Context: an optimization exercise on an open-source flow, tuned for small area, a short achievable clock period and few clock cycles per item. The choices shown serve that exercise and are no tape-out recipe. Where RTL was checked, it was by simulation tests only, not by an equivalence proof against the original. For runs 2 and 3, only the layout was checked, not whether the RTL still works.

`flow/run.sh`:
```
#!/bin/bash
# synth_recipe.tcl (not shown) runs the flow's synth.tcl, then flattens the netlist and writes it again
# the make line also repeats each setting of config.mk as NAME=value (left out here)
make -C /OpenROAD-flow-scripts/flow DESIGN_CONFIG=/design/flow/config.mk WORK_HOME=/design/flow/orfs CLKGATE_MAP_FILE= SYNTH_SCRIPT=/design/flow/synth_recipe.tcl finish
```
`flow/config.mk`:
```
export PLATFORM = sky130hd
export DESIGN_NAME = systolic_pq
export DESIGN_NICKNAME = systolic_pq
export VERILOG_FILES = /design/flow/design.v
export SDC_FILE = /design/flow/constraint.sdc
export NUM_CORES = 4
export LEC_CHECK = 0
export CAP_MARGIN = 20
export CORE_MARGIN = 2
export CORE_UTILIZATION = 40
export PLACE_DENSITY = 0.6
export SLEW_MARGIN = 20
```
`flow/constraint.sdc`:
```
create_clock -name core_clock -period 4.5 [get_ports {clk}]
set_input_delay 0.9000 -clock core_clock [delete_from_list [all_inputs] [get_ports {clk}]]
set_output_delay 0.9000 -clock core_clock [all_outputs]
set_load 0.01 [all_outputs]
```
`flow/design.v`:
```
module systolic_pq_sort3 #(parameter KW=8, VW=4)  (
    input logic [KW+VW-1:0] a, b, c,
    output logic [KW+VW-1:0] minv, medv, maxv);
  logic [KW-1:0] ka, kb, kc;
  logic a_gt_b, a_gt_c, b_gt_c;
  assign ka = a[KW+VW-1:VW];
  assign kb = b[KW+VW-1:VW];
  assign kc = c[KW+VW-1:VW];
  assign a_gt_b = ka > kb;
  assign a_gt_c = ka > kc;
  assign b_gt_c = kb > kc;
  always_comb begin
    case ({a_gt_b, a_gt_c, b_gt_c})
      3'b000 : begin
        minv = a;
        medv = b;
        maxv = c;
      end
      3'b001 : begin
        minv = a;
        medv = c;
        maxv = b;
      end
      3'b100 : begin
        minv = b;
        medv = a;
        maxv = c;
      end
      3'b011 : begin
        minv = c;
        medv = a;
        maxv = b;
      end
      3'b110 : begin
        minv = b;
        medv = c;
        maxv = a;
      end
      3'b111 : begin
        minv = c;
        medv = b;
        maxv = a;
      end
      default : begin
        minv = a;
        medv = b;
        maxv = c;
      end
    endcase
  end
endmodule
module systolic_pq_proc #(parameter KW=8, VW=4)  (
    input logic clk, rst, enb,
    input logic [KW+VW-1:0] bi, ai, axi,
    output logic [KW+VW-1:0] bo, ao, axo);
  parameter logic [KW+VW-1:0] PQINF = '1;
  parameter logic [KW+VW-1:0] PQNEGINF = '0;
  logic [KW+VW-1:0] minv, medv, maxv;
  systolic_pq_sort3 #(.KW(KW),.VW(VW)) U_SORT3 (.a(ai), .b(ao), .c(bi), .minv, .medv, .maxv);
  assign axo = minv;
  always_ff @(posedge clk)
    begin
      if (rst)
        begin
          bo <= PQINF;
          ao <= PQINF;
        end
      else if (enb)
        begin
          bo <= maxv;
          ao <= medv;
        end
      else
       begin   
         ao <= axi;
       end
     end
endmodule
module systolic_pq_proc0 #(parameter KW=8, VW=4, PQ_CAPACITY=4) (
    input logic clk, rst,
    output logic even, odd,
    input logic ivalid,
    input logic [KW+VW-1:0] idata,
    output logic irdy,
    input logic ovalid,
    input logic ordy,
    output logic [KW+VW-1:0] bo, ao
    );
    parameter logic [KW+VW-1:0] PQINF = '1;
    parameter logic [KW+VW-1:0] PQNEGINF = '0;
    always @(posedge clk)
      if (rst) odd <= 0;
      else odd <= !odd;
    assign even = !odd;
    logic [$clog2(PQ_CAPACITY+1)-1:0] pq_count;
    assign irdy = (pq_count < PQ_CAPACITY) && even;
    always_ff @(posedge clk) begin
      if (rst)
        begin
          bo <= PQINF;
          ao <= PQNEGINF;
          pq_count <= 0;
        end
      else if (ovalid && ordy )
        begin
          bo <= PQINF;
          ao <= PQINF;
          pq_count <= pq_count - 1;
        end
      else if (ivalid && irdy )
        begin
          bo <= idata;
          ao <= PQNEGINF;
          pq_count <= pq_count + 1;
        end
      else
        begin  
          bo <= PQINF;
          ao <= PQNEGINF;
        end
    end
endmodule
module systolic_pq #(parameter KW=16, VW=16, N=16) (
  input logic clk, rst, ivalid,
  input logic [KW+VW-1:0] idata,
  output logic irdy,
  output logic ovalid,
  output logic [KW+VW-1:0] odata,
  input logic ordy
  );
  parameter logic [KW+VW-1:0] PQINF = '1;
  parameter logic [KW+VW-1:0] PQNEGINF = '0;
  logic even, odd;
  logic [N:0][KW+VW-1:0] a, b, ax;
  assign odata = a[1];
  assign ovalid = (a[1] != PQINF) && even && !(ivalid && irdy);
  systolic_pq_proc0 #(.KW(KW),.VW(VW),.PQ_CAPACITY(N)) U_PROC0 (
      .clk, .rst, .even, .odd, .ivalid, .idata, .irdy,
      .ovalid, .ordy, .bo(b[0]), .ao(a[0])
  );
  assign ax[N] = a[N];
  genvar i;
  generate
    for (i = 1; i <= N; i = i + 1) begin : G_PROC
      systolic_pq_proc #(.KW(KW),.VW(VW)) U_PROC(
          .clk, .rst, .enb((i % 2) ? odd : even), .bi(b[i-1]), .ai(a[i-1]),
          .axi(ax[i]), .bo(b[i]), .ao(a[i]), .axo(ax[i-1])
      );
    end
  endgenerate
endmodule
```
==> results_dict.tcl, run 1 <==
set metrics [dict create \
    final_area_mm2 0.0798 \
    grt_max_degree 166 \
    hp-class "reg -> reg" \
    syn_nets 9650 \
    dieArea_mm2 0.185 \
    cts_buffers 118 \
    wl_per_cell_um 22.1 \
    period_share 0.901 \
    rows 156 \
    antenna_found_initial 1 \
    clk_latency_ns 0.78 \
    async_reset_ff_frac 0 \
    dp_hpwl_um 173000 \
    io_buffers 69 \
    cts.sinks 1031 \
    ys_types 79 \
    tns_ns 0 \
    firstDrtPassIters 8 \
    via_per_inst 6.28 \
    layout_common_cells "a21oi_1, dfxtp_1, ha_1" \
    antenna_cells 0 \
    cts_resized 0 \
    drc 0 \
    dp_slack_ns 0.565 \
    finalHoldViolCount 0 \
    yosysWarningCount 3 \
    cts_tree "done" \
    finalCriticalPeriod_ns 4.06 \
    post_cts_buffers 0 \
    hold_buffers 0 \
    synth-seq-cells 1031 \
    globalRouteOverflowTotal 0 \
    finClkSkew_ns 0.0311 \
    worst_setup_path_end_kind "flip-flop" \
    synth_top_area_frac 0.284 \
    yosys_most_used_dff "dfxtp_1" \
    slew-limit-headroom 0.262 \
    track_usage 0.252 \
    synth_largest_area_cell "dfxtp_1" \
    clock-root-buffer "clkbuf_16" \
    synthTopCellsByArea "dfxtp_1, ha_1, a21oi_1, mux2i_1, a221o_1" \
    final_layout_size_suffix_gt1_frac 0.0763 \
    drv_slew 0 \
    grt_pass1_wl_um 384000 \
    ys_seq_area_frac 0.284 \
    syn-cell-area_mm2 0.0727 \
    gp_congestion 0.897 \
    crit_fanout 32 \
    syn-instance-count 8842 \
    drt_iter0_markers 5572 \
    coreArea_mm2 0.181 \
    worstPathRequired_ns 5.10 \
    cap_viol_max_count 0 \
    rsz0062_at_grt "false" \
    setup_violations 0 \
    path_clk_slew_ns 0.06 \
    die_x_um 430 \
    timing.fmax_mhz 247 \
    clockBufferDepth 3 \
    synth.avg_cell_area_um2 8.22 \
    fin_nets 9346 \
    place_area_mm2 0.0756 \
    totalWireLength_um 244000 \
    syn2layout_area_growth_pct 9.77 \
    die_h_um 430 \
    holdWs_ns 0.480 \
    mostFrequentLayoutCell "a21oi_1" \
    start_util 0.402 \
    worst-setup-path-type "reg -> reg" \
    cp-start-kind "flip-flop" \
    status "finished clean" \
    setup_ws_ns 0.445 \
    synth-edff-count 0 \
    ios 70 \
    htreeDepth 3 \
    worstMarginPinSlew_ns 1.11 \
    via_count 69200 \
    antenna_left 0 \
    grt_pass1_vias 67100 \
    cp_data_arrival_time_ns 4.65 \
]
[cells by family (layout without fill, tap and decap cells)]
logic type / count (synthesis) / count (layout) / synth area share
adders and majority gates: 772 / 772 / 0.133
buffers and inverters: 1240 / 1037 / 0.0683
AOI/OAI and AO/OA: 3267 / 3267 / 0.300
DFF: 1031 / 1031 / 0.284
and+or+nand+nor: 1881 / 1881 / 0.122
xor gates and xnor gates: 5 / 5 / 0.000603
muxes: 646 / 646 / 0.0920
[cell usage after synthesis, types with 105 or more instances]
library cell	n
nand2_1	591
o21ai_0	190
inv_1	550
a221o_1	337
dfxtp_1	1031
a211o_1	133
a21oi_1	1459
ha_1	771
nand4_1	174
nand3_1	156
mux2_2	132
o211ai_1	151
nor2_1	527
clkbuf_1	530
mux2i_1	500
a211oi_1	223
buf_2	105
o21ai_1	136
a221oi_1	273
[final cells by class]
class / instances / area (um2)
inverters: 553 / 2080
flip-flops and latches: 1031 / 20600
clock inverters: 46 / 646
well taps: 2370 / 2970
repair buffers: 263 / 2580
multi-input cells: 6571 / 47300
clock buffers: 175 / 3520
fillers: 17800 / 101000
[registers in the layout, indices dropped and copies added (netlist names)]
| register | flops |
|---|---|
| U_PROC0.bo | 32 |
| G_PROC.U_PROC.bo | 480 |
| G_PROC.U_PROC.ao | 512 |
| U_PROC0.odd | 1 |
| U_PROC0.pq_count | 5 |
| U_PROC0.ao | 1 |
[final timing paths]
kind                                         startpoint                 endpoint  slack [ns]  cells past startpoint
worst max-delay path            G_PROC[4].U_PROC.bo[27]  G_PROC[5].U_PROC.bo[20]        0.44                     12
worst min-delay path            G_PROC[3].U_PROC.bo[15]  G_PROC[4].U_PROC.bo[15]        0.48                      2
worst max register to register  G_PROC[4].U_PROC.bo[27]  G_PROC[5].U_PROC.bo[20]        0.44                     12
worst min register to register  G_PROC[3].U_PROC.bo[15]  G_PROC[4].U_PROC.bo[15]        0.48                      2
[metal layers]
metal,track usage,part of all wire
met1,0.329,0.44
met2,0.429,0.48
met3,0.0271,0.051
met4,0.0849,0.034
met5,0,0
[stage by stage]
stage,cells,utilization
after global placement,10800,0.419
after detailed placement,10800,0.419
after CTS,11000,0.442
after global routing,11000,0.442
after floorplan,8842,-
final,11000,0.442
[critical path, stage by stage (launching register included)]
cell and delay, ns:
dfxtp_1 0.40, inv_1 0.14, ha_1 0.34, nand4_1 0.17
nor4_1 0.69, a21boi_1 0.27, o31a_1 0.22, nor2b_2 0.47
buf_4 0.38, nor2_2 0.07, buf_4 0.26, a21oi_1 0.34
a21oi_1 0.10
Testbench counts, summed over its fixed seeds: cycles 75,154, ops 32,000.
==> run 2, diff against run 1 <==
==> flow/design.v (replaced) <==
module systolic_pq_sort3 #(parameter KW=16) (
    input logic [KW-1:0] a, b,
    output logic gt);
  localparam int L = $clog2(KW);
  logic [L:0][KW-1:0] g, q;
  assign g[0] = a & ~b;
  assign q[0] = ~(a ^ b);
  genvar l, j;
  generate
    for (l = 1; l <= L; l = l + 1) begin : G_LVL
      for (j = 0; j < (KW >> l); j = j + 1) begin : G_NODE
        assign g[l][j] = g[l-1][2*j+1] | (q[l-1][2*j+1] & g[l-1][2*j]);
        assign q[l][j] = q[l-1][2*j+1] & q[l-1][2*j];
      end
      if ((KW >> l) < KW) begin : G_PAD
        assign g[l][KW-1:(KW >> l)] = '0;
        assign q[l][KW-1:(KW >> l)] = '0;
      end
    end
  endgenerate
  assign gt = g[L][0];
endmodule
module systolic_pq #(parameter KW=16, VW=16, N=16) (
  input logic clk, rst, ivalid,
  input logic [KW+VW-1:0] idata,
  output logic irdy,
  output logic ovalid,
  output logic [KW+VW-1:0] odata,
  input logic ordy
  );
  localparam int W = KW + VW;
  logic [W-1:0] e [0:N-1];    
  logic [N-1:0] v;            
  logic [N:0]   gt;           
  assign odata  = e[0];
  assign ovalid = v[0];
  assign irdy   = !v[N-1];
  logic ins, ext;
  assign ins = ivalid && irdy;
  assign ext = ordy && ovalid;
  genvar i;
  generate
    for (i = 0; i < N; i = i + 1) begin : G_CMP
      logic kgt;
      systolic_pq_sort3 #(.KW(KW)) U_CMP (.a(e[i][W-1:VW]), .b(idata[W-1:VW]), .gt(kgt));
      assign gt[i] = !v[i] || kgt;
    end
  endgenerate
  assign gt[N] = 1'b1;
  generate
    for (i = 0; i < N; i = i + 1) begin : G_ENT
      logic [W-1:0] lo, hi;    
      logic gtl;               
      logic s_hold, s_lo, s_hi, s_new;
      if (i == 0) begin : G_FIRST
        assign lo = idata;
        assign gtl = 1'b0;
      end else begin : G_MID
        assign lo = e[i-1];
        assign gtl = gt[i-1];
      end
      if (i == N-1) begin : G_LAST
        assign hi = e[i];
      end else begin : G_UP
        assign hi = e[i+1];
      end
      always_comb begin
        s_hold = 1'b0; s_lo = 1'b0; s_hi = 1'b0; s_new = 1'b0;
        if (ins && ext) begin
          if (!gt[i+1])               s_hi = 1'b1;
          else if (i == 0 || !gt[i])  s_new = 1'b1;
          else                        s_hold = 1'b1;
        end else if (ins) begin
          if (!gt[i])      s_hold = 1'b1;
          else if (gtl)    s_lo = 1'b1;
          else             s_new = 1'b1;
        end else if (ext) begin
          s_hi = 1'b1;
        end else begin
          s_hold = 1'b1;
        end
      end
      always_ff @(posedge clk)
        e[i] <= ({W{s_hold}} & e[i]) | ({W{s_lo}} & lo) |
                ({W{s_hi}} & hi) | ({W{s_new}} & idata);
    end
  endgenerate
  always_ff @(posedge clk) begin
    if (rst)
      v <= '0;
    else if (ins && !ext)
      v <= {v[N-2:0], 1'b1};
    else if (ext && !ins)
      v <= {1'b0, v[N-1:1]};
  end
endmodule
--- a/flow/config.mk
+++ b/flow/config.mk
@@ -7,6 +7,7 @@
 export LEC_CHECK = 0
 export CAP_MARGIN = 20
 export CORE_MARGIN = 2
-export CORE_UTILIZATION = 40
-export PLACE_DENSITY = 0.6
+export CORE_UTILIZATION = 55
+export PLACE_DENSITY = 0.7
+export SETUP_SLACK_MARGIN = 2.2
 export SLEW_MARGIN = 20
==> results_dict.tcl, run 2 <==
set metrics [dict create \
    via_count 28900 \
    place_area_mm2 0.0300 \
    via_per_inst 7.41 \
    syn-cell-area_mm2 0.0277 \
    synth-seq-cells 528 \
    htreeDepth 2 \
    rsz0062_at_grt "true" \
    die_x_um 229 \
    clock-root-buffer "clkbuf_16" \
    wl_per_cell_um 29.6 \
    track_usage 0.379 \
    syn_nets 3223 \
    async_reset_ff_frac 0 \
    yosysMostFrequentCell "dfxtp_1" \
    start_util 0.555 \
    crit_end "e[4][21]" \
    finalHoldViolCount 0 \
    rows 82 \
    cts_tree "done" \
    worstMarginPinSlew_ns 1.05 \
    grt_pass1_vias 26500 \
    status "finished clean" \
    cp_slowest_stage_delay_ns 0.38 \
    final_layout_size_suffix_gt1_frac 0.279 \
    gp_congestion 0.885 \
    slew-limit-headroom 0.300 \
    yosys_most_used_dff "dfxtp_1" \
    cp_data_arrival_time_ns 3.63 \
    layout_common_cells "dfxtp_1, nand2_1, a221o_1" \
    top_register "e" \
    r2r_end "e[13][24]" \
    antenna_found_initial 1 \
    synthTopCellsByArea "dfxtp_1, ha_1, a221o_1, a22o_1, nand2_1" \
    coreArea_mm2 0.0500 \
    synth_top_area_frac 0.381 \
    rr_worst_depth 11 \
    grt_busiest_layer "met2" \
    final_area_mm2 0.0381 \
    synth.avg_cell_area_um2 9.42 \
    crit_fanout 8 \
    placedCellCount 3526 \
    fin_nets 3470 \
    ys_types 64 \
    holdWs_ns 0.462 \
    reg2reg_from "e[13][17]" \
    setup_violations 0 \
    syn2layout_area_growth_pct 37.4 \
    clk_latency_ns 0.67 \
    ios 70 \
    grt_max_degree 40 \
    use_met1 0.482 \
    syn-instance-count 2944 \
    finalCriticalPeriod_ns 3.12 \
    path_clk_slew_ns 0.06 \
    largest_register_ffs 512 \
    timing.fmax_mhz 321 \
    cts_buffers 57 \
    worst-setup-path-type "in -> reg" \
    dp_slack_ns -0.143 \
    fillers 3215 \
    hp-class "reg -> reg" \
    rrSetupSlack_ns 1.45 \
    timing.critical_path.buf_inv 6 \
    yosysWarningCount 3 \
    hold_buffers 0 \
    use_met2 0.608 \
    clockBufferDepth 3 \
    mostFrequentLayoutCell "dfxtp_1" \
    period_share 0.692 \
    gr-usage-met3 0.0591 \
    grt_pass1_wl_um 157000 \
    crit_chain "buf_12, inv_16, buf_12, ha_4, and4b_1, a2111oi_4, o41ai_2, buf_4, a221o_1, a21oi_4, buf_6, nand3b_1, buf_6, o31ai_4, a221o_1" \
    totalWireLength_um 116000 \
    antenna_cells 0 \
    firstDrtPassIters 10 \
    die_h_um 229 \
    ys_seq_area_frac 0.381 \
    layout.cells.non_filler 3907 \
    cts.sinks 528 \
    drt_iter0_markers 4490 \
    worstPathRequired_ns 5.01 \
    dp_hpwl_um 62100 \
    critPathTopFamily "compound AO/OA/AOI/OAI gates" \
    globalRouteOverflowTotal 0 \
    cp_slowest_cell "a221o_1" \
    synth_largest_area_cell "dfxtp_1" \
    antenna_left 0 \
    io_buffers 69 \
    setup_ws_ns 1.38 \
    finClkSkew_ns 0.0569 \
    crit_path_start "idata[18]" \
    drv_slew 0 \
    cap_viol_max_count 0 \
    worst_setup_path_end_kind "flip-flop" \
    crit_cells 15 \
    ys_top_cells_by_count "dfxtp_1, nand2_1, a221o_1" \
    cp-start-kind "input pin" \
    top_regs "e: 512 flops, v: 16 flops" \
    dieArea_mm2 0.0523 \
    drc 0 \
    synth-edff-count 0 \
]
## run 2: cell types whose count changed in the layout (fill, tap and decap cells not counted), moves of 272 or more
cell and change:
a21oi_1 -1392, mux2i_1 -483, dfxtp_1 -522, nor2_1 -446, ha_1 -577, a221oi_1 -272
inv_1 -476
## run 2: layout make-up
type	count	area, um2	area share
repair buffers	448	5670	0.149
clock inverters	18	290	0.00762
inverters	91	499	0.0131
flip-flops and latches	528	10600	0.279
well taps	672	841	0.0221
multi-input cells	2063	18500	0.485
repair inverters	2	10.0	0.000263
clock buffers	85	1700	0.0447
## run 2: worst min-delay path, cell delays in order, from the launching register on
cell     delay (ns)
dfxtp_1        0.32
nand2_1        0.05
nand2_1        0.04
## run 2: how the worst min path moves through the flow
stage	startpoint	endpoint	slack, ns	cells past startpoint
detailed placement	e[0][2]	e[0][2]	0.45	2
floorplan	e[8][0]	e[8][0]	0.43	2
finish	e[0][2]	e[0][2]	0.46	2
global placement	e[15][2]	e[15][2]	0.44	2
CTS	e[0][2]	e[0][2]	0.46	2
global route	e[0][2]	e[0][2]	0.48	2
## run 2: kinds of logic (layout without fill, tap and decap cells)
family,Yosys count,count (layout),share of synthesized area
buffers and inverters,369,644,0.0525
adder cells (fa/ha/maj),243,243,0.110
multiplexers,44,47,0.0171
AND/OR/NAND/NOR,656,661,0.103
AO/OA/AOI/OAI,1104,1112,0.337
flip-flops,528,528,0.381
## run 2: through the flow
stage          TNS, ns   util
2_1_floorplan        0      -
3_3_place_gp     -3.91  0.600
3_5_place_dp     -5.33  0.600
4_1_cts              0  0.716
5_1_grt              0  0.763
6_report             0  0.763
## run 2: timing repair
action                                 4_1_cts  5_1_grt
gates resized for setup                    505      250
endpoints found under the hold margin        0        0
gates cloned                                46       35
buffers inserted                           139       58
pin swaps                                  130      240
setup endpoints to repair                  562      532
## run 2: per-layer routing
layer  wire length, um  share of wire  vias up
li1                  -              -    12300
met1             42400           0.37    13900
met2             52000           0.45     2157
met3             11200          0.097      634
met4              9980          0.086        0
met5                 0              0        -
==> run 3, diff against run 2 <==
--- a/flow/design.v
+++ b/flow/design.v
@@ -2,19 +2,19 @@
     input logic [KW-1:0] a, b,
     output logic gt);
   localparam int L = $clog2(KW);
-  logic [L:0][KW-1:0] g, q;
-  assign g[0] = a & ~b;
-  assign q[0] = ~(a ^ b);
+  logic [L:0][KW-1:0] g, ge;
+  assign g[0]  = a & ~b;
+  assign ge[0] = a | ~b;
   genvar l, j;
   generate
     for (l = 1; l <= L; l = l + 1) begin : G_LVL
       for (j = 0; j < (KW >> l); j = j + 1) begin : G_NODE
-        assign g[l][j] = g[l-1][2*j+1] | (q[l-1][2*j+1] & g[l-1][2*j]);
-        assign q[l][j] = q[l-1][2*j+1] & q[l-1][2*j];
+        assign g[l][j]  = g[l-1][2*j+1] | (ge[l-1][2*j+1] & g[l-1][2*j]);
+        assign ge[l][j] = g[l-1][2*j+1] | (ge[l-1][2*j+1] & ge[l-1][2*j]);
       end
       if ((KW >> l) < KW) begin : G_PAD
         assign g[l][KW-1:(KW >> l)] = '0;
-        assign q[l][KW-1:(KW >> l)] = '0;
+        assign ge[l][KW-1:(KW >> l)] = '0;
       end
     end
   endgenerate
==> flow/config.mk (replaced) <==
export PLATFORM = sky130hd
export DESIGN_NAME = systolic_pq
export DESIGN_NICKNAME = systolic_pq
export VERILOG_FILES = /design/flow/design.v
export SDC_FILE = /design/flow/constraint.sdc
export NUM_CORES = 4
export LEC_CHECK = 0
export ABC_CLOCK_PERIOD_IN_PS = 2000
export CAP_MARGIN = 20
export CORE_MARGIN = 2
export CORE_UTILIZATION = 60
export PLACE_DENSITY = 0.75
export SETUP_SLACK_MARGIN = 2.5
export SLEW_MARGIN = 20
==> results_dict.tcl, run 3 <==
set metrics [dict create \
    status "stopped before the end" \
    failing_step "global routing (5_1_grt)" \
    error_line "[ERROR GRT-0232] Routing congestion too high. Check the congestion heatmap in the GUI." \
    synth.avg_cell_area_um2 9.28 \
    placedCellCount 3478 \
    ios 70 \
    ys_seq_area_frac 0.383 \
    dp_slack_ns -0.168 \
    gp_congestion 0.949 \
    clock-root-buffer "clkbuf_16" \
    cts_buffers 57 \
    hold_buffers 0 \
    io_buffers 69 \
    synth_largest_area_cell "dfxtp_1" \
    syn_nets 3015 \
    syn-cell-area_mm2 0.0276 \
    ys_types 80 \
    cts.sinks 528 \
    dp_hpwl_um 66300 \
    track_usage 0.776 \
    grt_max_degree 40 \
    yosysMostFrequentCell "dfxtp_1" \
    syn-instance-count 2976 \
    start_util 0.608 \
    clockBufferDepth 3 \
    htreeDepth 2 \
    globalRouteOverflowTotal 17 \
    postGrtWorstEndpoint "e[6][2]$_DFF_P_/D" \
    synth-seq-cells 528 \
    yosysWarningCount 3 \
    ys_top_cells_by_count "dfxtp_1, a221o_1, clkbuf_1" \
    die_h_um 219 \
    synth-edff-count 0 \
    synth_top_area_frac 0.383 \
    yosys_most_used_dff "dfxtp_1" \
    die_x_um 219 \
    rows 78 \
    worstEpCategory "register data pin" \
    place_area_mm2 0.0305 \
    synthTopCellsByArea "dfxtp_1, a221o_1, a22o_1, maj3_1, a222oi_1" \
    async_reset_ff_frac 0 \
]
[run 3: cell count changes after synthesis, moves of 33 or more]
cell       before  now
ha_1          243    3
nand2_1       423  152
a32o_1          0   65
a221o_1       294  355
a222oi_1      155  100
buf_2          56   92
nand2b_1        9  120
o21ai_0        92  148
mux2i_1        16   49
maj3_1          0  103
a22o_1        257  212
nor2b_1         5   98
o2bb2ai_1       1   37
[run 3: kinds of logic after synthesis]
family                     share of synthesized area
adders and majority gates                     0.0432
buffers and inverters                         0.0651
AOI/OAI and AO/OA                              0.386
muxes                                         0.0178
and+or+nand+nor                                0.105
DFF                                            0.383
[run 3: how the worst max path moves through the flow]
stage	from	end	slack, ns	cells after the start
after floorplan	idata[29]	e[6][16]	1.03	12
after global placement	idata[18]	e[8][31]	-0.11	12
after detailed placement	idata[21]	e[6][11]	-0.17	10
after CTS	idata[28]	e[10][27]	1.21	13
[run 3: layer usage]
layer	GRT overflow	GRT usage
met5	0	0.534
met4	9	0.694
met3	2	0.677
met2	6	0.903
met1	0	0.785
[run 3: repair_timing]
action | 4_1_cts
setup endpoints to repair | 559
cloned | 69
buffers inserted | 185
resized for setup | 618
endpoints found under the hold margin | 0
pin swaps | 145
[run 3: stage by stage]
step | setup TNS, ns | hold WS, ns | util
CTS | 0 | 0.468 | 0.822
detailed placement | -4.15 | 0.460 | 0.671
global placement | -4.05 | 0.452 | 0.670
floorplan | 0 | 0.432 | -
==> run 4, diff against run 3 <==
--- a/flow/design.v
+++ b/flow/design.v
@@ -38,6 +38,11 @@
   logic ins, ext;
   assign ins = ivalid && irdy;
   assign ext = ordy && ovalid;
+  logic ins_only, ext_only, both, idle;
+  assign ins_only = ins && !ext;
+  assign ext_only = ext && !ins;
+  assign both     = ins && ext;
+  assign idle     = !ins && !ext;
   genvar i;
   generate
     for (i = 0; i < N; i = i + 1) begin : G_CMP
@@ -64,22 +69,16 @@
       end else begin : G_UP
         assign hi = e[i+1];
       end
-      always_comb begin
-        s_hold = 1'b0; s_lo = 1'b0; s_hi = 1'b0; s_new = 1'b0;
-        if (ins && ext) begin
-          if (!gt[i+1])               s_hi = 1'b1;
-          else if (i == 0 || !gt[i])  s_new = 1'b1;
-          else                        s_hold = 1'b1;
-        end else if (ins) begin
-          if (!gt[i])      s_hold = 1'b1;
-          else if (gtl)    s_lo = 1'b1;
-          else             s_new = 1'b1;
-        end else if (ext) begin
-          s_hi = 1'b1;
-        end else begin
-          s_hold = 1'b1;
-        end
-      end
+      logic p_below, p_just, p_at, p_above;
+      assign p_below = !gt[i+1];
+      assign p_just  = gt[i+1] && !gt[i];
+      assign p_at    = gt[i] && !gtl;
+      assign p_above = gtl;
+      assign s_hi   = ext_only || (both && p_below);
+      assign s_new  = (ins_only && p_at) || (both && (p_just || (i == 0 && p_at)));
+      assign s_lo   = ins_only && p_above;
+      assign s_hold = idle || (ins_only && (p_below || p_just)) ||
+                      (both && (p_above || (i != 0 && p_at)));
       always_ff @(posedge clk)
         e[i] <= ({W{s_hold}} & e[i]) | ({W{s_lo}} & lo) |
                 ({W{s_hi}} & hi) | ({W{s_new}} & idata);
==> flow/config.mk (replaced) <==
export PLATFORM = sky130hd
export DESIGN_NAME = systolic_pq
export DESIGN_NICKNAME = systolic_pq
export VERILOG_FILES = /design/flow/design.v
export SDC_FILE = /design/flow/constraint.sdc
export NUM_CORES = 4
export LEC_CHECK = 0
export CAP_MARGIN = 20
export CORE_MARGIN = 2
export CORE_UTILIZATION = 50
export PLACE_DENSITY = 0.65
export SETUP_SLACK_MARGIN = 2.4
export SLEW_MARGIN = 20
==> results_dict.tcl, run 4 <==
set metrics [dict create \
    top_register "e" \
    path_clk_slew_ns 0.06 \
    rr_worst_depth 13 \
    globalRouteOverflowTotal 0 \
    cp_data_arrival_time_ns 4.46 \
    worst-setup-path-type "in -> reg" \
    final_area_mm2 0.0434 \
    synth_top_area_frac 0.348 \
    track_usage 0.454 \
    gp_congestion 0.976 \
    finClkSkew_ns 0.0132 \
    placedCellCount 4089 \
    ys_seq_area_frac 0.348 \
    rsz0062_at_grt "true" \
    synth-seq-cells 528 \
    status "finished clean" \
    cts_buffers 59 \
    totalWireLength_um 156000 \
    grt_max_degree 88 \
    dieArea_mm2 0.0628 \
    layout.cells.non_filler 4597 \
    synthTopCellsByArea "dfxtp_1, a221o_1, a22o_1, maj3_1, a22oi_1" \
    clock-root-buffer "clkbuf_16" \
    syn2layout_area_growth_pct 42.6 \
    antenna_found_initial 3 \
    clk_latency_ns 0.67 \
    syn-instance-count 3439 \
    drt_iter0_markers 6004 \
    syn_nets 3479 \
    drc 0 \
    cp_slowest_stage_delay_ns 0.58 \
    via_per_inst 7.75 \
    crit_cells 14 \
    drv_slew 0 \
    antenna_left 0 \
    synth-edff-count 0 \
    regArea_mm2 0.0107 \
    yosysWarningCount 3 \
    yosysMostFrequentCell "dfxtp_1" \
    hp-class "reg -> reg" \
    finalHoldViolCount 0 \
    rows 90 \
    async_reset_ff_frac 0 \
    largest_register_ffs 512 \
    dp_hpwl_um 86300 \
    layout_common_cells "dfxtp_1, a221o_1, buf_4" \
    via_count 35600 \
    cts_tree "done" \
    critPathTopFamily "simple AND/OR/NAND/NOR gates" \
    finalCriticalPeriod_ns 3.91 \
    fillers 4200 \
    whs_path_depth 1 \
    synth_largest_area_cell "dfxtp_1" \
    io_buffers 69 \
    die_h_um 251 \
    multi_input_area_mm2 0.0204 \
    synth.avg_cell_area_um2 8.84 \
    start_util 0.505 \
    top_regs "e: 512 flops, v: 16 flops" \
    ys_top_cells_by_count "dfxtp_1, a221o_1, a22o_1" \
    ys_types 92 \
    mostFrequentLayoutCell "dfxtp_1" \
    final_layout_size_suffix_gt1_frac 0.324 \
    htreeDepth 2 \
    timing.fmax_mhz 255 \
    period_share 0.870 \
    cp-start-kind "input pin" \
    wl_per_cell_um 34.0 \
    fin_nets 3808 \
    firstDrtPassIters 10 \
    die_x_um 251 \
    cp_slowest_cell "a22oi_2" \
    yosys_most_used_dff "dfxtp_1" \
    clockBufferDepth 3 \
    grt_pass1_vias 32800 \
    worstPathRequired_ns 5.05 \
    timing.critical_path.buf_inv 5 \
    worstMarginPinSlew_ns 1.18 \
    setup_violations 0 \
    cts.sinks 528 \
    place_area_mm2 0.0329 \
    coreArea_mm2 0.0602 \
    worst_setup_path_end_kind "flip-flop" \
    slew-limit-headroom 0.212 \
    tns_ns 0 \
    crit_fanout 10 \
    syn-cell-area_mm2 0.0304 \
    grt_pass1_wl_um 217000 \
    ios 70 \
    cap_viol_max_count 0 \
    crit_chain "bufbuf_16, nor2b_1, maj3_2, maj3_2, a22oi_2, nand4_1, nand4_4, buf_4, buf_6, and3_4, a211oi_4, buf_6, clkbuf_16, a221o_1" \
]
run 4: cell type report:
class	count	area share
well taps	782	0.0226
flip-flops and latches	528	0.246
multi-input cells	2344	0.470
inverters	212	0.0218
diodes	2	0.000115
clock buffers	84	0.0415
repair inverters	2	0.000462
repair buffers	621	0.191
clock inverters	22	0.00652
run 4: worst paths after layout:
path | start | endpoint | slack [ns]
setup reg to reg | e[6][28] | e[5][24] | 0.67
hold / removal | e[3][8] | e[3][8] | 0.50
hold reg to reg | e[3][8] | e[3][8] | 0.50
setup / recovery | idata[28] | e[5][24] | 0.59
run 4: per-stage QoR:
step / hold WS, ns / setup slack [ns] / utilization
2_1_floorplan: 0.458 / 1.19 / -
3_3_place_gp: 0.471 / 0.0990 / 0.547
3_5_place_dp: 0.479 / 0.0173 / 0.547
4_1_cts: 0.493 / 1.49 / 0.695
5_1_grt: 0.505 / 0.672 / 0.720
6_report: 0.499 / 0.586 / 0.720
run 4: timing repair:
action / CTS / global route
gates resized for setup: 892 / 183
setup endpoints to repair: 562 / 544
setup buffers: 257 / 49
pin swaps: 196 / 130
cloned: 81 / 13
hold buffers: 0 / 0
run 4: cells by family after synthesis:
| family | after synthesis | share of synthesized area |
|---|---|---|
| AOI/OAI and AO/OA | 1495 | 0.410 |
| and+or+nand+nor | 698 | 0.114 |
| adders and majority gates | 126 | 0.0426 |
| DFF | 528 | 0.348 |
| buffers and inverters | 578 | 0.0810 |
| muxes | 14 | 0.00461 |
run 4: routing by layer:
metal / GRT usage / wire (um) / part of all wire
met1: 0.601 / 57800 / 0.37
met2: 0.653 / 62700 / 0.40
met3: 0.116 / 22100 / 0.14
met4: 0.293 / 13700 / 0.087
met5: 0.000772 / 12 / 0.000077
Testbench counts of run 4, summed over its fixed seeds: cycles 32,000, ops 32,000.
==> run 5, diff against run 4 <==
==> flow/flow/run.sh (new file) <==
#!/bin/bash
# Own flow: the standard layout, with a synthesis whose ABC mapping aims at
# delay (flow/abc_fast.script, delay target MY_ABC_D ps) instead of ORFS's
# area-recovering script. Registers, their names and cells are unchanged.
set -euo pipefail
W=$PWD
export MY_ABC_SCRIPT=$W/flow/abc_fast.script
export MY_ABC_D=${MY_ABC_D:-1000}
cat flow/abc_hook.tcl synth_recipe.tcl > my_synth.tcl
sed "s#SYNTH_SCRIPT=[^ ]*synth_recipe.tcl#SYNTH_SCRIPT=$W/my_synth.tcl#" standard.sh > my_standard.sh
grep -q "SYNTH_SCRIPT=$W/my_synth.tcl" my_standard.sh
bash my_standard.sh synth > synth.log 2>&1
grep -q "flow abc:" orfs/logs/*/systolic_pq/base/1_2_yosys.log
bash standard.sh > layout.log 2>&1
==> flow/flow/abc_fast.script (new file) <==
strash
dch
balance
map {D}
topo
buffer
upsize {D}
dnsize {D}
stime -p
==> flow/flow/abc_hook.tcl (new file) <==
# Run Yosys's abc with this flow's ABC script and delay target in place of
# ORFS's; everything else in the synthesis is the standard one.
proc abc {args} {
  set i [lsearch -exact $args -script]
  if {$i >= 0} { lset args [expr {$i + 1}] $::env(MY_ABC_SCRIPT) }
  set j [lsearch -exact $args -D]
  if {$j >= 0} { lset args [expr {$j + 1}] $::env(MY_ABC_D) } else { lappend args -D $::env(MY_ABC_D) }
  puts "flow abc: $args"
  yosys abc {*}$args
}
==> flow/standard.sh (new file) <==
#!/bin/bash
# synth_recipe.tcl (not shown) runs the flow's synth.tcl, then flattens the netlist and writes it again
# the make line also repeats each setting of config.mk as NAME=value (left out here)
make -C /OpenROAD-flow-scripts/flow DESIGN_CONFIG=/design/flow/config.mk WORK_HOME=/design/flow/orfs CLKGATE_MAP_FILE= SYNTH_SCRIPT=/design/flow/synth_recipe.tcl "${@:-finish}"
--- a/flow/config.mk
+++ b/flow/config.mk
@@ -7,7 +7,7 @@
 export LEC_CHECK = 0
 export CAP_MARGIN = 20
 export CORE_MARGIN = 2
-export CORE_UTILIZATION = 50
-export PLACE_DENSITY = 0.65
-export SETUP_SLACK_MARGIN = 2.4
+export CORE_UTILIZATION = 35
+export PLACE_DENSITY = 0.6
+export SETUP_SLACK_MARGIN = 2.0
 export SLEW_MARGIN = 20
removed: flow/run.sh
==> results_dict.tcl, run 5 <==
set metrics [dict create \
    syn-instance-count 4100 \
    synth_largest_area_cell "dfxtp_1" \
    synth.avg_cell_area_um2 7.02 \
    rows 105 \
    firstDrtPassIters 8 \
    status "finished clean" \
    synthTopCellsByArea "dfxtp_1, nand2_1, o21ai_0, nand3_1, a22oi_1" \
    globalRouteOverflowTotal 0 \
    dieArea_mm2 0.0845 \
    via_per_inst 6.29 \
    ios 70 \
    synth_top_area_frac 0.367 \
    syn2layout_area_growth_pct 35.4 \
    clock-root-buffer "clkbuf_16" \
    crit_fanout 12 \
    start_util 0.352 \
    mostFrequentLayoutCell "nand2_1" \
    finClkSkew_ns 0.0286 \
    antenna_found_initial 2 \
    wl_per_cell_um 23.7 \
    worst_setup_path_end_kind "flip-flop" \
    synthXorXnorAreaFrac 0 \
    ys_top_cells_by_count "nand2_1, o21ai_0, dfxtp_1" \
    final_layout_size_suffix_gt1_frac 0.230 \
    yosysMostFrequentCell "nand2_1" \
    synth-seq-cells 528 \
    io_buffers 69 \
    die_x_um 291 \
    syn_nets 4140 \
    cap_viol_max_count 0 \
    worstPathRequired_ns 5.02 \
    timing.fmax_mhz 385 \
    dp_slack_ns 0.482 \
    track_usage 0.265 \
    synth-edff-count 0 \
    via_count 33700 \
    cts_tree "done" \
    period_share 0.577 \
    path_clk_slew_ns 0.06 \
    worstMarginPinSlew_ns 1.13 \
    syn-cell-area_mm2 0.0288 \
    die_h_um 291 \
    slew-limit-headroom 0.241 \
    cp-start-kind "input pin" \
    finalHoldViolCount 0 \
    final_area_mm2 0.0390 \
    finalCriticalPeriod_ns 2.59 \
    cts.sinks 528 \
    synth-simple-area-share 0.236 \
    placedCellCount 5020 \
    yosysWarningCount 3 \
    largest_register_ffs 512 \
    layout_common_cells "nand2_1, dfxtp_1, nand3_1" \
    grt_pass1_wl_um 181000 \
    hold_buffers 0 \
    clk_latency_ns 0.67 \
    drc 0 \
    cts_buffers 60 \
    top_regs "e: 512 flops, v: 16 flops" \
    drt_iter0_markers 4464 \
    clockBufferDepth 3 \
    place_area_mm2 0.0309 \
    gp_congestion 0.890 \
    coreArea_mm2 0.0817 \
    holdWs_ns 0.468 \
    synthMuxAreaShare 0 \
    drv_slew 0 \
    totalWireLength_um 127000 \
    setup_ws_ns 1.91 \
    top_register "e" \
    synth_compound_area_frac 0.313 \
    ys_seq_area_frac 0.367 \
    worst-setup-path-type "in -> reg" \
    hp-class "reg -> reg" \
    cp_data_arrival_time_ns 3.11 \
    ys_types 64 \
    synthAdderAreaFrac 0.00174 \
    grt_pass1_vias 29400 \
    async_reset_ff_frac 0 \
    htreeDepth 2 \
    synth_top_family_by_area "compound AO/OA/AOI/OAI gates" \
    setup_violations 0 \
    fin_nets 4287 \
    rsz0062_at_grt "true" \
    layout.cells.non_filler 5365 \
    antenna_left 0 \
    yosys_most_used_dff "dfxtp_1" \
    grt_max_degree 68 \
    dp_hpwl_um 75800 \
    tns_ns 0 \
]
==> run 5: changes by cell type in the layout (fill, tap and decap cells not counted), moves of 64 or more <==
| cell | change |
|---|---|
| nand2_1 | +540 |
| a221o_1 | -436 |
| nand3_1 | +333 |
| o21ai_0 | +259 |
| o21ai_1 | +243 |
| a22o_1 | -227 |
| a22oi_1 | +183 |
| buf_4 | -100 |
| nand3_2 | +71 |
| a32oi_1 | +64 |
| maj3_2 | -64 |
==> run 5: area by class of cell <==
| cell class | instances | area (um2) |
|---|---|---|
| timing repair inverter | 6 | 58.8 |
| multi-input combinational | 3018 | 18500 |
| clock buffer | 95 | 1810 |
| fill | 7624 | 42800 |
| tap | 1070 | 1340 |
| inverter | 204 | 885 |
| clock inverter | 13 | 111 |
| timing repair buffer | 429 | 5610 |
| antenna | 2 | 5.00 |
| sequential | 528 | 10600 |
==> run 5: per-layer routing <==
layer / vias up / wire length (um) / share of wire / global-route usage
met2: 2015 / 55700 / 0.44 / 0.405
met1: 16200 / 52500 / 0.41 / 0.371
met5: - / 0 / 0 / 0
met3: 413 / 11600 / 0.091 / 0.0403
met4: 0 / 7220 / 0.057 / 0.109
li1: 15100 / - / - / -
==> run 5: repair_timing <==
item	in CTS	in global routing
pin swaps	59	135
setup buffers	102	62
gates cloned	32	39
resized for setup	366	617
endpoints found under the setup margin	561	514
==> run 5: kinds of logic after synthesis <==
group / Yosys count
AO/OA/AOI/OAI: 1423
adder cells (fa/ha/maj): 4
buffers and inverters: 559
flip-flops: 528
AND/OR/NAND/NOR: 1586
==> run 5: critical path, cell delays in order <==
cell and delay, ns:
buf_8 0.08, clkinvlp_4 0.08, buf_12 0.13, buf_12 0.14
buf_8 0.12, o22ai_4 0.17, o21ai_2 0.09, nand4_1 0.09
o211ai_1 0.09, buf_4 0.18, nand2_8 0.10, buf_12 0.12
nand4_1 0.09, nand2_1 0.09, nand4_1 0.14, buf_6 0.19
buf_8 0.15, nand2_1 0.07, nand4_1 0.07
==> run 5: path summary, 6_finish.rpt <==
path                            startpoint  slack [ns]  cells past startpoint         to
worst max-delay path             idata[18]        1.91                     19  e[13][22]
worst min-delay path             e[15][12]        0.47                      2  e[15][12]
worst max register to register    e[1][23]        2.06                     12   e[0][31]
worst min register to register   e[15][12]        0.47                      2  e[15][12]
==> run 5: stage by stage <==
stage                      util
after floorplan               -
after global placement    0.378
after detailed placement  0.378
after CTS                 0.433
after global routing      0.477
final                     0.477
==> run 6, diff against run 5 <==
==> flow/flow/abc_fast.script (replaced) <==
strash
dc2
balance
map {D}
topo
buffer
upsize {D}
dnsize {D}
stime -p
--- a/flow/config.mk
+++ b/flow/config.mk
@@ -9,5 +9,5 @@
 export CORE_MARGIN = 2
 export CORE_UTILIZATION = 35
 export PLACE_DENSITY = 0.6
-export SETUP_SLACK_MARGIN = 2.0
+export SETUP_SLACK_MARGIN = 1.7
 export SLEW_MARGIN = 20
==> results_dict.tcl, run 6 <==
set metrics [dict create \
    status "finished clean" \
    globalRouteOverflowTotal 0 \
    dieArea_mm2 0.0821 \
    cts_tree "done" \
    synth_largest_area_cell "dfxtp_1" \
    synth-seq-cells 528 \
    utilization 0.429 \
    drv_slew 0 \
    synth-simple-area-share 0.273 \
    mostFrequentLayoutCell "nand2_1" \
    worst-setup-path-type "reg -> out" \
    start_util 0.354 \
    ys_seq_area_frac 0.378 \
    clockBufferDepth 3 \
    cp_slowest_cell "clkdlybuf4s50_1" \
    htreeDepth 2 \
    clock-root-buffer "clkbuf_16" \
    largest_register_ffs 512 \
    totalWireLength_um 115000 \
    synthTopCellsByArea "dfxtp_1, nand2_1, a22oi_1, nand3_1, o21ai_0" \
    rows 103 \
    via_per_inst 6.05 \
    finalHoldViolCount 0 \
    die_x_um 287 \
    finClkSkew_ns 0.0353 \
    ys_types 64 \
    worst_setup_path_end_kind "output pin" \
    layout_common_cells "nand2_1, dfxtp_1, nand3_1" \
    cap_viol_max_count 0 \
    dp_hpwl_um 74500 \
    hp-class "reg -> reg" \
    path_clk_slew_ns 0.06 \
    grt_pass1_vias 28900 \
    final_area_mm2 0.0339 \
    cp_data_arrival_time_ns 1.86 \
    syn_nets 4046 \
    final_layout_size_suffix_gt1_frac 0.119 \
    synth.avg_cell_area_um2 6.97 \
    rsz0062_at_grt "false" \
    via_count 31100 \
    crit_fanout 4 \
    hold_buffers 0 \
    die_h_um 287 \
    period_share 0.614 \
    grt_pass1_wl_um 176000 \
    cts_buffers 59 \
    place_area_mm2 0.0300 \
    syn-cell-area_mm2 0.0279 \
    syn-instance-count 4006 \
    fin_nets 4089 \
    finalCriticalPeriod_ns 2.76 \
    gp_congestion 0.912 \
    drt_iter0_markers 3538 \
    worstPathRequired_ns 3.60 \
    coreArea_mm2 0.0790 \
    cp_slowest_stage_delay_ns 0.51 \
    yosysWarningCount 3 \
    tns_ns 0 \
    antenna_left 0 \
    crit_chain "inv_1, clkdlybuf4s50_1" \
    syn2layout_area_growth_pct 21.2 \
    top_regs "e: 512 flops, v: 16 flops" \
    io_buffers 69 \
    drc 0 \
    slew-limit-headroom 0.369 \
    async_reset_ff_frac 0 \
    ios 70 \
    worstMarginPinSlew_ns 0.946 \
    cp-start-kind "flip-flop" \
    synthXorXnorAreaFrac 0 \
    top_register "e" \
    synthMuxAreaShare 0 \
    wl_per_cell_um 22.4 \
    synth_top_area_frac 0.378 \
    synth-edff-count 0 \
    yosysMostFrequentCell "nand2_1" \
    synth_compound_area_frac 0.269 \
    antenna_found_initial 1 \
    grt_max_degree 131 \
    timing.fmax_mhz 362 \
    synthAdderAreaFrac 0.00179 \
    ys_top_cells_by_count "nand2_1, dfxtp_1, nand3_1" \
    clk_latency_ns 0.68 \
    yosys_most_used_dff "dfxtp_1" \
    setup_violations 0 \
    track_usage 0.269 \
    antenna_cells 0 \
    synth_top_family_by_area "simple AND/OR/NAND/NOR gates" \
    firstDrtPassIters 6 \
    cts.sinks 528 \
]
## run 6: worst max-delay path: cells and delay by family, from the launching register on
kind,cells,cell delay [ns]
DFF,1,0.48
buffers and inverters,2,0.72
## run 6: final cells by class
type                            instances  area, um2
Clock buffer                           82       1690
Sequential cell                       528      10600
Timing Repair Buffer                  310       3460
Fill cell                            7883      45100
Inverter                              169        706
Timing Repair inverter                  2       12.5
Multi-Input combinational cell       2979      15700
Clock inverter                         30        428
Tap cell                             1050       1310
## run 6: path summary, 6_finish.rpt
| path | start | to | slack, ns | cells after the start |
|---|---|---|---|---|
| max | v[15] | irdy | 1.74 | 2 |
| min | e[15][10] | e[15][10] | 0.48 | 2 |
| max reg2reg | v[15] | e[11][10] | 1.77 | 10 |
| min reg2reg | e[15][10] | e[15][10] | 0.48 | 2 |
## run 6: what timing repair did
action,CTS,global route
pin swaps,24,14
endpoints found under the setup margin,513,513
gates resized for setup,167,80
setup buffers,54,13
endpoints found under the hold margin,0,0
gates cloned,18,6
## run 6: metal layers
layer / vias up / track usage / wire length [um] / share of wire
met5: - / 0 / 13 / 0.00011
li1: 14200 / - / - / -
met1: 15000 / 0.351 / 47000 / 0.41
met3: 302 / 0.0466 / 10500 / 0.091
met4: 2 / 0.118 / 4870 / 0.042
met2: 1561 / 0.437 / 52800 / 0.46
## run 6: logic make-up (layout without fill, tap and decap cells)
logic type	after synthesis	after routing
AO/OA/AOI/OAI	1164	1166
adder cells (fa/ha/maj)	4	4
buffers and inverters	503	593
flip-flops	528	528
AND/OR/NAND/NOR	1807	1809
## run 6: per-stage QoR
stage / setup slack, ns / cells / hold WS, ns
global placement: 0.182 / 4947 / 0.461
CTS: 1.70 / 5131 / 0.478
floorplan: 1.71 / 4006 / 0.439
global route: 1.69 / 5150 / 0.501
detailed placement: 0.163 / 4947 / 0.471
finish: 1.74 / 5150 / 0.476
==> run 7, diff against run 6 <==
==> flow/flow/abc_fast.script (replaced) <==
strash
dch
balance
map {D}
topo
buffer
upsize {D}
dnsize {D}
stime -p
==> results_dict.tcl, run 7 <==
set metrics [dict create \
    final_layout_size_suffix_gt1_frac 0.115 \
    cp_slowest_stage_delay_ns 0.66 \
    status "finished clean" \
    critPathTopFamily "buffers and inverters" \
    path_clk_slew_ns 0.06 \
    ys_top_cells_by_count "nand2_1, o21ai_0, dfxtp_1" \
    syn2layout_area_growth_pct 20.4 \
    dieArea_mm2 0.0845 \
    wl_met1_um 49700 \
    grt_max_degree 74 \
    synth_largest_area_cell "dfxtp_1" \
    worstPathRequired_ns 3.60 \
    reg2reg_from "v[15]" \
    tns_ns 0 \
    syn-cell-area_mm2 0.0288 \
    hp-start "v[15]" \
    totalWireLength_um 115000 \
    gp_congestion 0.898 \
    synthAdderAreaFrac 0.00174 \
    yosys_most_used_dff "dfxtp_1" \
    r2r_end "e[1][10]" \
    wl_per_cell_um 22.1 \
    clock-root-buffer "clkbuf_16" \
    ios 70 \
    async_reset_ff_frac 0 \
    htreeDepth 2 \
    synth_compound_area_frac 0.313 \
    largest_register_ffs 512 \
    rows 105 \
    synth-seq-cells 528 \
    die_x_um 291 \
    drc 0 \
    cap_viol_max_count 0 \
    synth_top_area_frac 0.367 \
    cts_tree "done" \
    crit_fanout 5 \
    cp_slowest_cell "clkdlybuf4s50_1" \
    globalRouteOverflowTotal 0 \
    top_register "e" \
    antenna_left 0 \
    min_to "v[14]" \
    fillers 8243 \
    synth-edff-count 0 \
    synth-simple-area-share 0.236 \
    top_layer "met5" \
    synth_top_family_by_area "compound AO/OA/AOI/OAI gates" \
    worst_setup_path_end_kind "output pin" \
    rrSetupSlack_ns 1.86 \
    rsz0062_at_grt "true" \
    coreArea_mm2 0.0817 \
    finClkSkew_ns 0.0329 \
    clk_latency_ns 0.65 \
    antenna_cells 0 \
    finalHoldViolCount 0 \
    antenna_found_initial 3 \
    crit_chain "clkdlybuf4s50_1" \
    cts.sinks 528 \
    met3_length_um 9440 \
    yosysMostFrequentCell "nand2_1" \
    firstDrtPassIters 10 \
    drv_slew 0 \
    timing.critical_path.buf_inv 1 \
    cts_buffers 59 \
    ys_types 64 \
    layout_common_cells "nand2_1, o21ai_0, dfxtp_1" \
    track_usage 0.250 \
    syn-instance-count 4100 \
    synth.avg_cell_area_um2 7.02 \
    timing.fmax_mhz 361 \
    synthMuxAreaShare 0 \
    synthXorXnorAreaFrac 0 \
    cp-start-kind "flip-flop" \
    worstMarginPinSlew_ns 1.02 \
    rr_worst_depth 10 \
    fin_nets 4135 \
    period_share 0.615 \
    worst-setup-path-type "reg -> out" \
    synthTopCellsByArea "dfxtp_1, nand2_1, o21ai_0, nand3_1, a22oi_1" \
    slew-limit-headroom 0.319 \
    finalCriticalPeriod_ns 2.77 \
    start_util 0.352 \
    yosysWarningCount 3 \
    syn_nets 4140 \
    hp-class "reg -> reg" \
    via_per_inst 6.17 \
    utilization 0.424 \
    clockBufferDepth 3 \
    top_regs "e: 512 flops, v: 16 flops" \
    io_buffers 69 \
    die_h_um 291 \
    setup_violations 0 \
    via_count 32100 \
    dp_hpwl_um 73800 \
    grt_pass1_vias 28800 \
    cp_data_arrival_time_ns 1.87 \
    ys_seq_area_frac 0.367 \
    drt_iter0_markers 3821 \
    whs_path_depth 2 \
    wl_met2_um 52200 \
    crit_path_start "e[0][26]" \
    mostFrequentLayoutCell "nand2_1" \
    grt_pass1_wl_um 172000 \
]
-- run 7: area by class of cell --
| type | instances | area, um2 | share of cell area |
|---|---|---|---|
| Timing Repair inverter | 4 | 35.0 | 0.00101 |
| Timing Repair Buffer | 281 | 3280 | 0.0947 |
| Sequential cell | 528 | 10600 | 0.305 |
| Clock buffer | 94 | 1820 | 0.0525 |
| Multi-Input combinational cell | 3017 | 16600 | 0.479 |
| Inverter | 204 | 812 | 0.0235 |
| Clock inverter | 15 | 190 | 0.00549 |
| Tap cell | 1070 | 1340 | 0.0387 |
-- run 7: worst register-to-register path, stage by stage, from the launching register on --
cell	delay [ns]
dfxtp_1	0.31
inv_1	0.28
nand2_1	0.18
inv_1	0.14
ha_1	0.38
buf_4	0.35
nand3_1	0.13
nand2_1	0.07
buf_4	0.43
a22oi_1	0.22
nand3_1	0.12
-- run 7: cell families after synthesis --
logic type	Yosys count
adders and majority gates	4
AOI/OAI and AO/OA	1423
buffers and inverters	559
DFF	528
and+or+nand+nor	1586
-- run 7: metal layers --
metal  global-route usage  vias up
li1                     -    14800
met1                0.356    15500
met2                0.398     1619
met3               0.0310      216
met4               0.0660        2
met5                    0        -
-- run 7: stage by stage --
stage	std cells	hold slack (ns)	cell area, um2	setup slack [ns]
2_1_floorplan	4100	0.454	28800	1.77
3_3_place_gp	5011	0.465	30500	0.240
3_5_place_dp	5011	0.470	30500	0.234
4_1_cts	5162	0.479	33600	1.67
5_1_grt	5213	0.499	34600	1.66
6_report	5213	0.479	34600	1.73
-- run 7: how the worst max path moves through the flow --
| stage | endpoint | slack (ns) | cells past startpoint |
|---|---|---|---|
| detailed placement | e[9][17] | 0.23 | 13 |
| CTS | e[10][25] | 1.67 | 13 |
| global route | e[8][25] | 1.66 | 12 |
| finish | odata[26] | 1.73 | 1 |
| floorplan | e[0][21] | 1.77 | 11 |
| global placement | e[9][14] | 0.24 | 13 |
-- run 7: repair_timing --
action | CTS | global route
hold endpoints to repair | 0 | 0
gates cloned | 9 | 22
pin swaps | 22 | 33
gates resized for setup | 208 | 106
buffers inserted | 33 | 29
hold buffers | 0 | 0
endpoints found under the setup margin | 513 | 512
==> run 8, diff against run 7 <==
==> flow/flow/abc_fast.script (replaced) <==
strash
dc2
balance
map {D}
topo
buffer
upsize {D}
dnsize {D}
stime -p
--- a/flow/config.mk
+++ b/flow/config.mk
@@ -8,6 +8,8 @@
 export CAP_MARGIN = 20
 export CORE_MARGIN = 2
 export CORE_UTILIZATION = 35
+export CTS_CLUSTER_DIAMETER = 100
+export CTS_CLUSTER_SIZE = 30
 export PLACE_DENSITY = 0.6
 export SETUP_SLACK_MARGIN = 1.7
 export SLEW_MARGIN = 20
==> results_dict.tcl, run 8 <==
set metrics [dict create \
    grt_max_degree 131 \
    start_util 0.354 \
    hp-class "reg -> reg" \
    antenna_left 0 \
    crit_chain "buf_2, buf_6, buf_4, nor2_1, o21ai_0, o21bai_2, nand2_2, buf_4, o211ai_1, buf_4, clkbuf_16, o21ai_1, nand3_1" \
    antenna_found_initial 4 \
    ys_seq_area_frac 0.378 \
    drc 0 \
    via_count 30900 \
    totalWireLength_um 115000 \
    yosysWarningCount 3 \
    htreeDepth 1 \
    cpMostUsedCell "buf_4" \
    cp-start-kind "input pin" \
    status "finished clean" \
    clock-root-buffer "clkbuf_16" \
    reg2reg_from "v[15]" \
    yosys_most_used_dff "dfxtp_1" \
    synthTopCellsByArea "dfxtp_1, nand2_1, a22oi_1, nand3_1, o21ai_0" \
    top_register "e" \
    yosysMostFrequentCell "nand2_1" \
    synth-edff-count 0 \
    dieArea_mm2 0.0821 \
    finalHoldViolCount 0 \
    final_area_mm2 0.0330 \
    dp_hpwl_um 74500 \
    drv_slew 0 \
    place_area_mm2 0.0300 \
    hold_buffers 0 \
    firstDrtPassIters 6 \
    fin_nets 4070 \
    synth_largest_area_cell "dfxtp_1" \
    globalRouteOverflowTotal 0 \
    crit_fanout 37 \
    worstMarginPinSlew_ns 0.941 \
    tns_ns 0 \
    syn-instance-count 4006 \
    placedCellCount 4947 \
    largest_register_ffs 512 \
    rsz0062_at_grt "true" \
    top_regs "e: 512 flops, v: 16 flops" \
    final_layout_size_suffix_gt1_frac 0.114 \
    synth.avg_cell_area_um2 6.97 \
    io_buffers 69 \
    die_x_um 287 \
    synth-seq-cells 528 \
    drt_iter0_markers 3663 \
    crit_path_start "idata[29]" \
    rrSetupSlack_ns 1.73 \
    worst_setup_path_end_kind "flip-flop" \
    period_share 0.621 \
    clk_latency_ns 0.64 \
    worstPathRequired_ns 5.08 \
    finalCriticalPeriod_ns 2.79 \
    cts_buffers 27 \
    cts.sinks 528 \
    layout_common_cells "nand2_1, dfxtp_1, nand3_1" \
    slew-limit-headroom 0.372 \
    timing.critical_path.buf_inv 6 \
    layout.cells.non_filler 5095 \
    ys_top_cells_by_count "nand2_1, dfxtp_1, nand3_1" \
    clockBufferDepth 3 \
    cp_data_arrival_time_ns 3.38 \
    path_clk_slew_ns 0.12 \
    syn_nets 4046 \
    grt_pass1_wl_um 174000 \
    hp-start "e[15][10]" \
    syn-cell-area_mm2 0.0279 \
    cp_slowest_cell "o21ai_0" \
    worst-setup-path-type "in -> reg" \
    wl_per_cell_um 22.5 \
    cap_viol_max_count 0 \
    critPathTopFamily "buffers and inverters" \
    coreArea_mm2 0.0790 \
    ios 70 \
    syn2layout_area_growth_pct 18.0 \
    finClkSkew_ns 0.0438 \
    cp_slowest_stage_delay_ns 0.38 \
    cts_tree "done" \
    async_reset_ff_frac 0 \
    ys_types 64 \
    track_usage 0.264 \
    mostFrequentLayoutCell "nand2_1" \
    via_per_inst 6.07 \
    die_h_um 287 \
    timing.fmax_mhz 358 \
    grt_pass1_vias 28500 \
    synth_top_area_frac 0.378 \
    setup_violations 0 \
    antenna_cells 0 \
    rows 103 \
    gp_congestion 0.912 \
]
## run 8: changes by cell type after synthesis, moves of 22 or more
cell | previous run | this run
clkbuf_1 | 239 | 184
inv_1 | 195 | 160
a2bb2oi_1 | 32 | 0
o211ai_1 | 79 | 43
nand2_1 | 866 | 1098
o21ai_1 | 49 | 124
o21ai_0 | 562 | 297
a22oi_1 | 319 | 341
nand3_1 | 497 | 465
buf_2 | 90 | 116
a32oi_1 | 81 | 43
## run 8: logic make-up (layout without fill, tap and decap cells)
logic type	after synthesis	in the layout	share of synthesized area
buffers and inverters	503	537	0.0781
AO/OA/AOI/OAI	1164	1166	0.269
adder cells (fa/ha/maj)	4	4	0.00179
flip-flops	528	528	0.378
AND/OR/NAND/NOR	1807	1810	0.273
## run 8: layout make-up
cell class	count	area (um2)
multi-input cells	2980	15800
flip-flops and latches	528	10600
clock buffers	30	707
inverters	169	709
repair inverters	2	12.5
fillers	8051	46000
well taps	1050	1310
repair buffers	322	3660
clock inverters	14	240
## run 8: repair_timing
action / CTS / global route
resized for setup: 174 / 99
cloned: 15 / 12
setup buffers: 56 / 21
pin swaps: 29 / 37
setup endpoints to repair: 513 / 511
## run 8: worst min-delay path, delay by kind of cell (launching register included)
kind | cells | cell delay, ns
compound gates | 1 | 0.07
simple gates | 1 | 0.08
flops | 1 | 0.33
## run 8: routing by layer
metal	GRT usage	vias to the layer above	wire length [um]
met5	0	-	64
met4	0.104	8	4750
met3	0.0393	280	9760
met2	0.432	1435	52400
met1	0.348	15000	47800
li1	-	14200	-
## run 8: metrics by stage
step           setup WS, ns  utilization  hold slack, ns
6_report               1.71        0.417           0.472
5_1_grt                1.67        0.417           0.499
3_3_place_gp          0.182        0.379           0.461
4_1_cts                1.69        0.408           0.474
2_1_floorplan          1.71            -           0.439
3_5_place_dp          0.163        0.379           0.471
## run 8: path summary, 6_finish.rpt
check | endpoint | cells after the start
min reg2reg | e[14][10] | 2
max | e[11][22] | 13
min | e[14][10] | 2
max reg2reg | e[0][9] | 11
==> run 9, diff against run 8 <==
--- a/flow/config.mk
+++ b/flow/config.mk
@@ -11,5 +11,5 @@
 export CTS_CLUSTER_DIAMETER = 100
 export CTS_CLUSTER_SIZE = 30
 export PLACE_DENSITY = 0.6
-export SETUP_SLACK_MARGIN = 1.7
+export SETUP_SLACK_MARGIN = 1.45
 export SLEW_MARGIN = 20
==> results_dict.tcl, run 9 <==
set metrics [dict create \
    status "finished clean" \
    async_reset_ff_frac 0 \
    crit_fanout 32 \
    htreeDepth 1 \
    worstMarginPinSlew_ns 1.06 \
    cp_slowest_stage_delay_ns 0.41 \
    ys_seq_area_frac 0.378 \
    final_layout_size_suffix_gt1_frac 0.0868 \
    fin_nets 4001 \
    yosysMostFrequentCell "nand2_1" \
    clock-root-buffer "clkbuf_16" \
    multi_input_area_mm2 0.0156 \
    synth.avg_cell_area_um2 6.97 \
    cts_buffers 26 \
    ys_top_cells_by_count "nand2_1, dfxtp_1, nand3_1" \
    syn-instance-count 4006 \
    synthAdderAreaFrac 0.00179 \
    grt_pass1_wl_um 167000 \
    finalHoldViolCount 0 \
    slew-limit-headroom 0.292 \
    rr_worst_depth 10 \
    cap_viol_max_count 0 \
    cp_data_arrival_time_ns 3.55 \
    mostFrequentLayoutCell "nand2_1" \
    die_x_um 287 \
    antenna_left 0 \
    start_util 0.354 \
    rrSetupSlack_ns 1.57 \
    antenna_found_initial 2 \
    synthTopCellsByArea "dfxtp_1, nand2_1, a22oi_1, nand3_1, o21ai_0" \
    ios 70 \
    cts.sinks 528 \
    clockBufferDepth 3 \
    wl_per_cell_um 21.7 \
    cp-start-kind "input pin" \
    track_usage 0.252 \
    timing.fmax_mhz 335 \
    r2r_end "e[9][10]" \
    dp_hpwl_um 74100 \
    top_register "e" \
    ys_types 64 \
    cp_slowest_cell "clkdlybuf4s50_1" \
    timing.critical_path.buf_inv 6 \
    synth_top_area_frac 0.378 \
    rsz0062_at_grt "true" \
    synth_compound_area_frac 0.269 \
    period_share 0.664 \
    top_regs "e: 512 flops, v: 16 flops" \
    synthXorXnorAreaFrac 0 \
    hp-start "e[15][10]" \
    clk_latency_ns 0.63 \
    tns_ns 0 \
    finClkSkew_ns 0.0280 \
    die_h_um 287 \
    finalCriticalPeriod_ns 2.99 \
    layout.cells.non_filler 5027 \
    whs_path_depth 2 \
    synth-seq-cells 528 \
    reg2reg_from "v[15]" \
    crit_chain "clkdlybuf4s50_1, inv_1, buf_4, o221ai_1, o21bai_2, a21boi_4, buf_4, buf_4, o22ai_2, buf_12, nand2_1, nand3_1" \
    yosysWarningCount 3 \
    fillers 8063 \
    totalWireLength_um 109000 \
    grt_pass1_vias 27700 \
    path_clk_slew_ns 0.12 \
]
run 9: layer usage:
layer / vias to the layer above / part of all wire / track usage
met5: - / 0.00013 / 0
met4: 2 / 0.036 / 0.0804
met3: 217 / 0.084 / 0.0372
met2: 1411 / 0.46 / 0.412
met1: 14400 / 0.42 / 0.339
li1: 14000 / - / -
run 9: final cells by class:
cell class / instances / share of cell area
Tap cell: 1050 / 0.0414
Timing Repair inverter: 3 / 0.000670
Multi-Input combinational cell: 2978 / 0.490
Timing Repair Buffer: 255 / 0.0845
Clock inverter: 15 / 0.00647
Clock buffer: 28 / 0.0214
Inverter: 169 / 0.0218
Antenna cell: 1 / 0.0000789
Sequential cell: 528 / 0.333
run 9: what timing repair did:
item | CTS | global route
pin swaps | 14 | 10
endpoints found under the setup margin | 510 | 512
cloned | 4 | 7
resized for setup | 82 | 73
hold buffers | 0 | 0
buffers inserted | 25 | 17
run 9: worst max-delay path by stage:
stage,from,endpoint,slack [ns],depth (start not counted)
finish,idata[23],e[9][10],1.51,12
global route,idata[23],e[12][15],1.37,12
CTS,idata[31],e[0][18],1.44,11
detailed placement,idata[18],e[11][12],0.24,11
global placement,idata[19],e[11][12],0.26,13
floorplan,idata[25],e[5][10],1.69,11
run 9: worst reg2reg max path, stage by stage (launching register included):
cell	delay [ns]
dfxtp_1	0.43
inv_1	0.25
nand2_1	0.18
inv_1	0.15
ha_4	0.17
buf_12	0.54
nand3_1	0.40
o22ai_2	0.28
buf_12	0.25
nand2_1	0.10
nand3_1	0.11
run 9: through the flow:
step | cell area (um2) | worst slack [ns] | hold WS, ns
after floorplan | 27900 | 1.69 | 0.439
after global placement | 29700 | 0.256 | 0.460
after detailed placement | 29700 | 0.238 | 0.465
after CTS | 31200 | 1.44 | 0.485
after global routing | 31700 | 1.37 | 0.498
final | 31700 | 1.51 | 0.483
run 9: cells by family (layout without fill, tap and decap cells):
kind of cell,after synthesis,in the layout
AO/OA/AOI/OAI,1164,1166
flip-flops,528,528
AND/OR/NAND/NOR,1807,1808
adder cells (fa/ha/maj),4,4
buffers and inverters,503,470
other,0,1

-- port drivers added, routing unchanged --
Ports are ideal in the flow. The routed layouts listed here were re-timed in OpenROAD. Step 1 assumes that a clkbuf_16 drives the clock port and a buf_2 every other input. Step 2 adds t to the input delays and takes it off the output delays; t is the mean of the earliest and latest rising clock arrival at the registers after step 1. Input paths then give back, and output paths get back, about the clock's delay inside the block. a / b / c = ideal ports / drivers / drivers and shift; a / b = the first two.
run | shift t [ns] | setup WS [ns] | worst setup path after step 2 | worst slew at a driven data input, ns
run 1 | 0.843 | 0.445 / 0.445 / 0.445 | register to register | 0.05
run 2 | 0.714 | 1.384 / 1.394 / 0.681 | input to register | 0.07
run 4 | 0.728 | 0.586 / 0.524 / -0.205 | input to register | 0.21
run 5 | 0.716 | 1.905 / 1.915 / 1.200 | input to register | 0.11
run 6 | 0.732 | 1.737 / 1.669 / 1.098 | input to register | 0.04
run 7 | 0.702 | 1.731 / 1.664 / 1.107 | input to register | 0.07
run 8 | 0.681 | 1.706 / 1.689 / 1.060 | input to register | 0.04
run 9 | 0.679 | 1.511 / 1.538 / 0.859 | input to register | 0.08
With both steps, setup timing fails in run 4, where it was met with ideal ports. The setup slack of run 4, which loses most, moves by -0.062 ns with the drivers and by -0.791 ns with both steps.
